From an optimization exercise on the open Yosys and OpenROAD flow, aimed at small area and a short achievable clock period; shortcuts taken in it are not production practice. Only simulation tests tie the RTL to the original design; equivalence was not proved. Power is estimated from default activity; no workload was simulated.

== run A ==
==> flow/design.v (excerpt) <==
module PRBS31_Seed_Checker(
    input clock,
    input reset,
    input pulse,
    input [3:0] channel,
    input [15:0] injectErrorCount,
    input [31:0] DataIn,
    output [17:0] shortErrorCount,
    output [127+128:0] dataOut
    );
Settings: LEC_CHECK=0, CAP_MARGIN=20, CORE_MARGIN=2, CORE_UTILIZATION=65, PLACE_DENSITY=0.8, SETUP_SLACK_MARGIN=1.0, SLEW_MARGIN=20, SYNTH_HIERARCHICAL=1, SYNTH_MINIMUM_KEEP_SIZE=0; clock period 25.0 ns.
standard.sh (not shown) runs the stock make flow with config.mk's settings and CLKGATE_MAP_FILE= SYNTH_SCRIPT=/design/flow/synth_recipe.tcl, a recipe that flattens the netlist after the stock synthesis.
==> flow/flow/run.sh <==
#!/bin/bash
# Layout flow: the standard synthesis unchanged, then the standard layout
# with smaller port buffers and clock buffers, synthesis buffers removed, and
# timing repair aimed at a tighter setup margin (the SDC is unchanged).
set -euo pipefail
bash standard.sh synth > synth.log 2>&1
bash standard.sh SETUP_SLACK_MARGIN=18 REMOVE_ABC_BUFFERS=1 \
  "BUFFER_PORTS_ARGS=-buffer_cell sky130_fd_sc_hd__buf_1" \
  CTS_BUF_LIST=sky130_fd_sc_hd__clkbuf_8 finish > layout.log 2>&1
#### Input delta (run B over run A)
- PLACE_DENSITY changed from 0.8 to 0.6
- CORE_UTILIZATION changed from 65 to 40
-- flow/flow/run.sh --
<<< run A, line 7
bash standard.sh SETUP_SLACK_MARGIN=18 REMOVE_ABC_BUFFERS=1 \
>>> run B, line 7
bash standard.sh SETUP_SLACK_MARGIN=18.5 REMOVE_ABC_BUFFERS=1 \
[summary]
Of run A and run B, run A shows the lower routed wire length on met2, with run B above it. Against run A, run B reports a die area that is higher. There was hardly any difference in register clock-pin slew on the reported worst setup and hold paths between run A and run B. | net count of the finished layout | run B vs run A | 71 higher |. Lower post-CTS repair timing setup buffer count was reported by run A, not run B. Run B went all the way through the flow, and no timing, DRC or antenna check failed. Between run A and run B, the number of fillers in the final layout is lower for run A. [compare] base=run A new=run B: areal power density over the cells lower; setup slack higher; sequential share of layout area lower. Re routed wire length: run A was lower than run B. Source-to-sink clock delay at the later pin of the worst-skew pair: run A and run B compared, higher one is run A.
Here is what was changed in the inputs of run C compared with run B.
-- flow/flow/run.sh --
<<< run B, line 7
bash standard.sh SETUP_SLACK_MARGIN=18.5 REMOVE_ABC_BUFFERS=1 \
>>> run C, line 7
bash standard.sh SETUP_SLACK_MARGIN=19 REMOVE_ABC_BUFFERS=1 \
Notes after the runs:
Run C | stages: all done | timing, DRC, antenna: all pass. Run B went all the way through synthesis, placement and routing and the layout is clean on timing, DRC and antenna. As far as leftover overflow at the end of global routing goes, run C and run B are indistinguishable; the numbers are identical. From run B to run C the numbers moved as follows: power share of the clock group now smaller; global routing met2 resource utilization went up; hold slack shows an increase of 0.027 ns; total power of the final layout climbed 1.5%; ratio of routed vias to standard cells rose by 0.036. Setup WNS run B -> run C: better. Part of the total power dissipated in sequential elements in run C is 0.4 points lower than in run B.
diff inputs: run C => run D
==> flow/flow/run.sh <==
#!/bin/bash
# Layout flow: the standard synthesis unchanged, then the standard layout
# with smaller port buffers and clock buffers, no clock-tree dummy loads,
# synthesis buffers removed, and timing repair aimed at a tighter setup
# margin (the SDC is unchanged).
set -euo pipefail
bash standard.sh synth > synth.log 2>&1
bash standard.sh SETUP_SLACK_MARGIN=18 REMOVE_ABC_BUFFERS=1 \
  "BUFFER_PORTS_ARGS=-buffer_cell sky130_fd_sc_hd__buf_1" \
  "CTS_ARGS=-sink_clustering_enable -repair_clock_nets -dont_use_dummy_load -buf_list sky130_fd_sc_hd__clkbuf_8" \
  finish > layout.log 2>&1
Results
- Diff run C -> run D: worst hold slack climbed 0.016 ns, routed length on met2 dropped about 5.4%, met3 routing resource usage after global routing barely changed, power dropped 12%.
- Summary of run D over run C: share of final layout cell area taken by non-clock buffers went down; part of the cycle the worst path needs went up; multi-input combinational cell area went down.
- Compared to run C, the routing of run D uses less wire.
- Run D vs. run C: worst relative slew slack has decreased, number of clock buffers in the layout shrank by 17.
- Looking at source of the critical timing path, the injectErrorCount[3] result is from run D; the cy one comes from run C.


PRBS31_Seed_Checker again, from the RTL that the note above started with.
==> flow/config.mk <==
export PLATFORM = sky130hd
export DESIGN_NAME = PRBS31_Seed_Checker
export DESIGN_NICKNAME = PRBS31_Seed_Checker
export VERILOG_FILES = /design/flow/design.v
export SDC_FILE = /design/flow/constraint.sdc
export NUM_CORES = 4
export LEC_CHECK = 0
export CAP_MARGIN = 20
export CORE_MARGIN = 2
export CORE_UTILIZATION = 40
export PLACE_DENSITY = 0.6
export SETUP_SLACK_MARGIN = 1.0
export SLEW_MARGIN = 20
export SYNTH_HIERARCHICAL = 1
export SYNTH_MINIMUM_KEEP_SIZE = 0
==> flow/constraint.sdc <==
create_clock -name core_clock -period 25.0 [get_ports {clock}]
set_input_delay 5.0000 -clock core_clock [delete_from_list [all_inputs] [get_ports {clock}]]
set_output_delay 5.0000 -clock core_clock [all_outputs]
set_load 0.01 [all_outputs]
==> flow/flow/run.sh <==
#!/bin/bash
# Layout flow: the standard synthesis unchanged, then the standard layout
# with smaller port buffers and clock buffers, synthesis buffers removed, and
# timing repair aimed at a tighter setup margin (the SDC is unchanged).
set -euo pipefail
bash standard.sh synth > synth.log 2>&1
bash standard.sh SETUP_SLACK_MARGIN=18 REMOVE_ABC_BUFFERS=1 \
  "BUFFER_PORTS_ARGS=-buffer_cell sky130_fd_sc_hd__buf_1" \
  CTS_BUF_LIST=sky130_fd_sc_hd__clkbuf_8 finish > layout.log 2>&1
Edit:
==> flow/flow/run.sh (replaced) <==
#!/bin/bash
# Layout flow: the standard synthesis unchanged, then the standard layout
# with smaller port buffers, synthesis buffers removed, and timing repair
# aimed at a tighter setup margin (the SDC is unchanged).
set -euo pipefail
bash standard.sh synth > synth.log 2>&1
bash standard.sh SETUP_SLACK_MARGIN=18 REMOVE_ABC_BUFFERS=1 \
  "BUFFER_PORTS_ARGS=-buffer_cell sky130_fd_sc_hd__buf_1" finish > layout.log 2>&1
- CTS_CLUSTER_DIAMETER: default -> 60
- CTS_CLUSTER_SIZE: default -> 20
=> Routed wire length decreases slightly. Cell area decreases slightly. Total power decreases by a few percent. Non-clock buffer count increases by 6. Sequential cell count is unchanged.
Edit:
==> flow/flow/run.sh (replaced) <==
#!/bin/bash
# Layout flow: the standard synthesis unchanged, then the standard layout
# with smaller port buffers and clock buffers, synthesis buffers removed,
# free gate sizing, and timing repair aimed at a tighter setup margin (the
# SDC is unchanged).
set -euo pipefail
bash standard.sh synth > synth.log 2>&1
bash standard.sh SETUP_SLACK_MARGIN=19 REMOVE_ABC_BUFFERS=1 MATCH_CELL_FOOTPRINT=0 \
  "BUFFER_PORTS_ARGS=-buffer_cell sky130_fd_sc_hd__buf_1" \
  CTS_BUF_LIST=sky130_fd_sc_hd__clkbuf_8 finish > layout.log 2>&1
- CTS_CLUSTER_DIAMETER: 60 -> default
- CTS_CLUSTER_SIZE: 20 -> default
The new run finished with timing, DRC and antenna clean.
Routed wire length climbs by 4.7%.
Core utilization climbs by 5.6 points.
Hold slack gains 14 ps.
Via count climbs by 5.2%.
Edit:
==> flow/flow/run.sh (replaced) <==
#!/bin/bash
# Layout flow: the standard synthesis unchanged, then the standard layout
# with smaller port buffers and clock buffers, synthesis buffers removed, and
# timing repair aimed at a tighter setup margin (the SDC is unchanged).
set -euo pipefail
bash standard.sh synth > synth.log 2>&1
bash standard.sh SETUP_SLACK_MARGIN=18 REMOVE_ABC_BUFFERS=1 \
  "BUFFER_PORTS_ARGS=-buffer_cell sky130_fd_sc_hd__buf_1" \
  CTS_BUF_LIST=sky130_fd_sc_hd__clkbuf_8 finish > layout.log 2>&1
- GPL_TIMING_DRIVEN: default -> 0
Result: Die area is unchanged. Worst setup slack gets worse by 84 ps. Total power shrinks by a few percent. Register-to-register slack got worse by 150 ps. Core utilization goes down by 6.1 points. Hold slack gains 4.0 ps. Final area falls by roughly a tenth. Critical path depth increases by 6. Synthesized area is unchanged. Maximum frequency decreases slightly.

[port drivers added, routing unchanged]
How much do the figures lean on ideal ports? The routed layouts below were timed once more, with nothing changed but the port constraints. Step 1 sets driving cells, clkbuf_16 on the clock port and buf_2 on the other inputs (assumed; they add their load-dependent delay and slew). Step 2 moves the port delays by t, midway between the first and last clock arrival at a register: inputs arrive t later, outputs are due t later. That takes back most of the time a late clock gives input paths. a / b / c = ideal ports / drivers / drivers and shift; a / b = the first two.
run	t (ns)	setup WS [ns]	hold WS [ns]	slew at the worst register clock pin (ns)
run A	0.752	17.742 / 17.743 / 17.030	0.497 / 0.497 / 0.497	0.08 / 0.08
run B	0.747	18.061 / 18.061 / 17.331	0.460 / 0.460 / 0.460	0.07 / 0.07
run C	0.759	18.065 / 18.065 / 17.329	0.488 / 0.488 / 0.488	0.08 / 0.08
run D	0.719	18.001 / 18.018 / 17.300	0.504 / 0.504 / 0.504	0.07 / 0.07
the first run of note 2	0.748	18.081 / 18.105 / 17.373	0.504 / 0.504 / 0.504	0.08 / 0.08
the second run of note 2	0.646	18.005 / 18.008 / 17.362	0.481 / 0.481 / 0.481	0.08 / 0.08
the third run of note 2	0.765	18.073 / 18.089 / 17.324	0.495 / 0.495 / 0.495	0.08 / 0.08
the fourth run of note 2	0.742	17.989 / 17.989 / 17.322	0.499 / 0.499 / 0.499	0.07 / 0.07
After both steps setup and hold are still met in every run listed. The setup slack of the third run of note 2, which loses most, moves by +0.016 ns with the drivers and by -0.749 ns with both steps.
